This design comes from an exercise in tuning for small area on the open sky130 flow, not from production work. Function was checked by simulation only, so behaviour that the tests miss may differ from the original. Power is estimated from default activity; no workload was simulated.

Setup of job 101:
==> flow/design.v <==
module spi_top(
    input clk,rst,wr,
    input [7:0]din,addr,
    output done,err,
    output [7:0]dout
);
reg [127:0] ring0;
reg [127:0] ring1;
reg [3:0] ptr;
reg clr;
reg [4:0] cnt;
reg [7:0] cap;
wire ok  = (addr[7:5] == 3'd0);
wire hit = (ptr == addr[3:0]);
wire we  = wr & ok & hit;
wire [7:0] d0 = (we & ~addr[4]) ? din : (clr ? 8'd0 : ring0[127:120]);
wire [7:0] d1 = (we &  addr[4]) ? din : (clr ? 8'd0 : ring1[127:120]);
assign done = ok ? (wr ? (cnt == 5'd23) : (cnt == 5'd24)) : (cnt == 5'd4);
assign err  = ~ok & (cnt == 5'd4);
assign dout = (wr | ~ok) ? 8'd0 : cap;
always @(posedge clk) begin
    ring0 <= {ring0[119:0], d0};
    ring1 <= {ring1[119:0], d1};
    if (hit)
        cap <= addr[4] ? d1 : d0;
    if (rst) begin
        ptr <= 4'd0;
        clr <= 1'b1;
        cnt <= 5'd0;
    end
    else begin
        ptr <= ptr + 4'd1;
        if (ptr == 4'd15)
            clr <= 1'b0;
        cnt <= done ? 5'd1 : cnt + 5'd1;
    end
end
endmodule
make LEC_CHECK=0 CAP_MARGIN=20 CORE_MARGIN=2 CORE_UTILIZATION=70 CTS_BUF_LIST=sky130_fd_sc_hd__clkbuf_8 CTS_CLUSTER_DIAMETER=50 CTS_CLUSTER_SIZE=20 SLEW_MARGIN=20 finish   # period 8.0 ns
run.sh (not shown) runs the stock make flow with config.mk's settings and CLKGATE_MAP_FILE= SYNTH_SCRIPT=/design/flow/synth_recipe.tcl, a recipe that flattens the netlist after the stock synthesis.
Setup changes, job 101 to job 102
--- a/flow/design.v
+++ b/flow/design.v
@@ -16,16 +16,19 @@
 wire [7:0] d0 = (we & ~addr[4]) ? din : (clr ? 8'd0 : ring0[127:120]);
 wire [7:0] d1 = (we &  addr[4]) ? din : (clr ? 8'd0 : ring1[127:120]);
-assign done = ok ? (wr ? (cnt == 5'd23) : (cnt == 5'd24)) : (cnt == 5'd4);
-assign err  = ~ok & (cnt == 5'd4);
-assign dout = (wr | ~ok) ? 8'd0 : cap;
+reg done_r, err_r;
+assign done = done_r;
+assign err  = err_r;
+assign dout = cap;
 always @(posedge clk) begin
     ring0 <= {ring0[119:0], d0};
     ring1 <= {ring1[119:0], d1};
-    if (hit)
-        cap <= addr[4] ? d1 : d0;
+    if (hit | ~ok)
+        cap <= (wr | ~ok | clr) ? 8'd0 : (addr[4] ? ring1[127:120] : ring0[127:120]);
     if (rst) begin
         ptr <= 4'd0;
         clr <= 1'b1;
         cnt <= 5'd0;
+        done_r <= 1'b0;
+        err_r <= 1'b0;
     end
     else begin
@@ -33,5 +36,7 @@
         if (ptr == 4'd15)
             clr <= 1'b0;
-        cnt <= done ? 5'd1 : cnt + 5'd1;
+        cnt <= done_r ? 5'd1 : cnt + 5'd1;
+        done_r <= ok ? (wr ? (cnt == 5'd22) : (cnt == 5'd23)) : (cnt == 5'd3);
+        err_r <= ~ok & (cnt == 5'd3);
     end
 end
- The cell total after placement reported for job 102 is smaller than that of job 101 by 20.
- Job 102 -> job 101: number of buffer cells added on primary ports delta 0, exact match
- Sort job 102 and job 101 by count of cell types in the netlist desc -> top: job 101
- Wire length, job 102 and job 101: lower on job 102
- Between job 102 and job 101, clock sink count is lower for job 101, job 102 comes in above that.
- On final core utilization, the lower figure sits with job 101, not job 102.
- Sort job 102 and job 101 by area of the placeable core asc -> top: job 102
- Number of clock buffers in the layout: job 102 vs job 101 up 1
- Sort job 102 and job 101 by combinational logic power asc -> top: job 102
- Number of sequential cells of job 102 exceeds that of job 101 slightly.
- In the metrics for job 102 and job 101, the one carrying the lower critical path depth is job 102.
- Compared job 102 vs job 101, and global routing usage on met2 is up in job 102.

========
Another version of the RTL of spi_top (not shown whole).
Size in the first run: about 370 cells after synthesis, about 29 I/O pins, ~0.0063 sq mm of cells after synthesis.
==> flow/design.v (excerpt) <==
module spi_top(
    input clk,rst,wr,
    input [7:0]din,addr,
    output done,err,
    output [7:0]dout
);
reg [127:0] ring0;
reg [127:0] ring1;
reg [3:0] ptr;
reg clr;
reg [4:0] cnt;
reg [7:0] cap;
reg done_r, err_r;
localparam [4:0] C3 = 5'd6, C22 = 5'd2, C23 = 5'd4;
wire ok     = (addr[7:5] == 3'd0);
wire done_n = ok ? (wr ? (cnt == C22) : (cnt == C23)) : (cnt == C3);
wire hit    = (ptr == addr[3:0]);
wire start  = (cnt == 5'd0);
wire we     = wr & ok & hit & ~start;
wire [7:0] d0 = (we & ~addr[4]) ? din : (clr ? 8'd0 : ring0[127:120]);
wire [7:0] d1 = (we &  addr[4]) ? din : (clr ? 8'd0 : ring1[127:120]);
wire cap_ld = hit & ~wr & ok & ~start;
wire cap_cl = rst | done_r;
wire cap_k  = ~cap_cl & ~cap_ld;
wire cap_s0 = ~cap_cl & cap_ld & ~clr & ~addr[4];
wire cap_s1 = ~cap_cl & cap_ld & ~clr &  addr[4];
assign done = done_r;
assign err  = err_r;
assign dout = cap;
always @(posedge clk) begin
    ring0 <= {ring0[119:0], d0};
    ring1 <= {ring1[119:0], d1};
    cap <= (cap & {8{cap_k}}) | (ring0[127:120] & {8{cap_s0}}) | (ring1[127:120] & {8{cap_s1}});
    if (rst) begin
        ptr <= 4'd0;
        clr <= 1'b1;
        cnt <= 5'd0;
        done_r <= 1'b0;
        err_r <= 1'b0;
    end
    else begin
        ptr <= {ptr[2:0], ptr[3] ^ ptr[2] ^ (ptr[2:0] == 3'd0)};
        if (ptr == 4'b1000)
            clr <= 1'b0;
        cnt <= done_n ? 5'd0 : {cnt[3:0], ~(cnt[4] ^ cnt[1])};
        done_r <= done_n;
        err_r <= ~ok & (cnt == C3);
    end
end
endmodule
==> module spi_top, before the edit <==
module spi_top(
    input clk,rst,wr,
    input [7:0]din,addr,
    output done,err,
    output [7:0]dout
);
reg [127:0] ring0;
reg [127:0] ring1;
reg [3:0] ptr;
reg clr;
reg [4:0] cnt;
reg [7:0] cap;
reg done_r, err_r;
localparam [4:0] C3 = 5'd6, C22 = 5'd2, C23 = 5'd4;
wire ok     = (addr[7:5] == 3'd0);
wire done_n = ok ? (wr ? (cnt == C22) : (cnt == C23)) : (cnt == C3);
wire hit    = (ptr == addr[3:0]);
wire start  = (cnt == 5'd0);
wire we     = wr & ok & hit & ~start;
wire [7:0] d0 = (we & ~addr[4]) ? din : (clr ? 8'd0 : ring0[127:120]);
wire [7:0] d1 = (we &  addr[4]) ? din : (clr ? 8'd0 : ring1[127:120]);
wire cap_ld = hit & ~wr & ok & ~start;
wire cap_cl = rst | done_r;
wire cap_k  = ~cap_cl & ~cap_ld;
wire cap_s0 = ~cap_cl & cap_ld & ~clr & ~addr[4];
wire cap_s1 = ~cap_cl & cap_ld & ~clr &  addr[4];
assign done = done_r;
assign err  = err_r;
assign dout = cap;
always @(posedge clk) begin
    ring0 <= {ring0[119:0], d0};
    ring1 <= {ring1[119:0], d1};
    cap <= (cap & {8{cap_k}}) | (ring0[127:120] & {8{cap_s0}}) | (ring1[127:120] & {8{cap_s1}});
    if (rst) begin
        ptr <= 4'd0;
        clr <= 1'b1;
        cnt <= 5'd0;
        done_r <= 1'b0;
        err_r <= 1'b0;
    end
    else begin
        ptr <= {ptr[2:0], ptr[3] ^ ptr[2] ^ (ptr[2:0] == 3'd0)};
        if (ptr == 4'b1000)
            clr <= 1'b0;
        cnt <= done_n ? 5'd0 : {cnt[3:0], ~(cnt[4] ^ cnt[1])};
        done_r <= done_n;
        err_r <= ~ok & (cnt == C3);
    end
end
endmodule
==> flow/config.mk <==
export PLATFORM = sky130hd
export DESIGN_NAME = spi_top
export DESIGN_NICKNAME = spi_top
export VERILOG_FILES = /design/flow/design.v
export SDC_FILE = /design/flow/constraint.sdc
export NUM_CORES = 4
export LEC_CHECK = 0
export CAP_MARGIN = 20
export CORE_MARGIN = 2
export CORE_UTILIZATION = 70
export SLEW_MARGIN = 20
==> flow/constraint.sdc <==
create_clock -name core_clock -period 8.0 [get_ports {clk}]
set_input_delay 1.6000 -clock core_clock [delete_from_list [all_inputs] [get_ports {clk}]]
set_output_delay 1.6000 -clock core_clock [all_outputs]
set_load 0.01 [all_outputs]
standard.sh (not shown) runs the stock make flow with config.mk's settings and CLKGATE_MAP_FILE= SYNTH_SCRIPT=/design/flow/synth_recipe.tcl, a recipe that flattens the netlist after the stock synthesis.
==> flow/flow/run.sh <==
#!/bin/bash
# Standard layout, with these changes:
# - after floorplanning, the combinational logic is re-mapped for area
#   (restructure.tcl), with a library copy that leaves out the platform's
#   don't-use cells (filter_lib.py);
# - the port buffers are the smallest buffer (buf_1);
# - cells with timing slack to spare are downsized before detailed placement
#   (recover.tcl);
# - clock tree synthesis clusters up to 20 flip-flops per clkbuf_8, builds
#   the tree above them from clkbuf_4 and inserts no dummy loads.
# Each ORFS step logs to orfs/logs/; make's output goes to standard.log.
set -euo pipefail
mkdir -p rmp
python3 flow/filter_lib.py \
  "$FLOW_HOME/platforms/sky130hd/lib/sky130_fd_sc_hd__tt_025C_1v80.lib" \
  rmp/lib.lib 'lpflow|probe' > rmp/filter_lib.log 2>&1
bash standard.sh \
  POST_FLOORPLAN_TCL="$PWD/flow/restructure.tcl" \
  BUFFER_PORTS_ARGS="-buffer_cell sky130_fd_sc_hd__buf_1" \
  PRE_DETAIL_PLACE_TCL="$PWD/flow/recover.tcl" \
  CTS_ARGS="-sink_clustering_enable -repair_clock_nets -sink_clustering_size 20 -sink_clustering_max_diameter 70 -buf_list sky130_fd_sc_hd__clkbuf_8 -root_buf sky130_fd_sc_hd__clkbuf_4 -tree_buf sky130_fd_sc_hd__clkbuf_4 -dont_use_dummy_load" \
  finish > standard.log 2>&1
Other scripts of this flow, unchanged in this note and not shown: flow/flow/filter_lib.py, flow/flow/recover.tcl, flow/flow/restructure.tcl
The starting point completed without violations.
Change:
==> flow/design.v (replaced) <==
module spi_top(
    input clk,rst,wr,
    input [7:0]din,addr,
    output done,err,
    output [7:0]dout
);
reg [127:0] ring0;
reg [127:0] ring1;
reg [3:0] ptr;
reg clr;
reg [4:0] cnt;
reg [7:0] cap;
reg done_r, err_r;
reg hit, k0, k1;
localparam [4:0] C3 = 5'd7, C22 = 5'd13, C23 = 5'd26;
wire ok     = (addr[7:5] == 3'd0);
wire start  = (cnt == 5'd0);
wire done_n = ok ? (wr ? (cnt == C22) : (cnt == C23)) : (cnt == C3);
wire [3:0] ptr_n = ptr + 4'd1;
wire clr_n = clr & (ptr != 4'd15);
wire hit_n = (ptr_n == addr[3:0]) & ~start;
wire we_n  = wr & ok & hit_n;
wire we0   = wr & ok & hit & ~addr[4];
wire we1   = wr & ok & hit &  addr[4];
wire [7:0] d0 = (din & {8{we0}}) | (ring0[127:120] & {8{k0}});
wire [7:0] d1 = (din & {8{we1}}) | (ring1[127:120] & {8{k1}});
assign done = done_r;
assign err  = err_r;
assign dout = cap;
always @(posedge clk) begin
    ring0 <= {ring0[119:0], d0};
    ring1 <= {ring1[119:0], d1};
    if (hit | ~ok)
        cap <= (wr | ~ok | clr) ? 8'd0 : (addr[4] ? ring1[127:120] : ring0[127:120]);
    if (rst) begin
        ptr <= 4'd0;
        clr <= 1'b1;
        cnt <= 5'd0;
        done_r <= 1'b0;
        err_r <= 1'b0;
        hit <= 1'b0;
        k0 <= 1'b0;
        k1 <= 1'b0;
    end
    else begin
        ptr <= ptr_n;
        clr <= clr_n;
        cnt <= done_n ? 5'd0 : {cnt[3:0], ~(cnt[4] ^ cnt[2])};
        done_r <= done_n;
        err_r <= ~ok & (cnt == C3);
        hit <= hit_n;
        k0 <= ~(we_n & ~addr[4]) & ~clr_n;
        k1 <= ~(we_n &  addr[4]) & ~clr_n;
    end
end
endmodule
What happened:
- register-to-register slack gains 1.2 ns
- sequential cell count came out higher by 3
- hold slack loses 0.019 ns
- die area came out lower by 0.66%
- utilization came out higher by 1.9 points
- total power came out higher by 1.2%
- final area came out higher by 2.1%
- clock skew came out higher by 0.018 ns
- cell count came out higher by 3.7%
- fmax came out higher by 21%

-- port drivers added, routing unchanged --
The flow's constraints put no driver on any port. The routed layouts listed below were extracted and timed again, unchanged, in two steps.
Step 1 sets driving cells, clkbuf_16 on the clock port and buf_2 on the other inputs (assumed; they add their load-dependent delay and slew).
Step 2 adds t to the input delays and takes it off the output delays; t is the mean of the earliest and latest rising clock arrival at the registers after step 1. Input paths then give back, and output paths get back, about the clock's delay inside the block.
a / b / c = ideal ports / drivers / drivers and shift; a / b = the first two.
run	t (ns)	slack for setup (ns)	hold WS [ns]	clock arrival spread, ns	slew at the worst register clock pin (ns)
job 101	0.524	2.703 / 2.678 / 2.678	0.324 / 0.324 / 0.324	0.023 / 0.023	0.12 / 0.12
job 102	0.525	4.865 / 4.833 / 4.342	0.329 / 0.329 / 0.329	0.023 / 0.024	0.11 / 0.11
the first run of note 2	0.586	4.344 / 4.350 / 3.764	0.317 / 0.317 / 0.317	0.040 / 0.040	0.11 / 0.11
the second run of note 2	0.585	4.988 / 4.996 / 4.411	0.298 / 0.298 / 0.298	0.055 / 0.055	0.11 / 0.11
After both steps setup and hold are still met in every run listed. For the first run of note 2, which loses most, drivers alone change the setup slack by +0.006 ns; drivers and shift together by -0.580 ns.
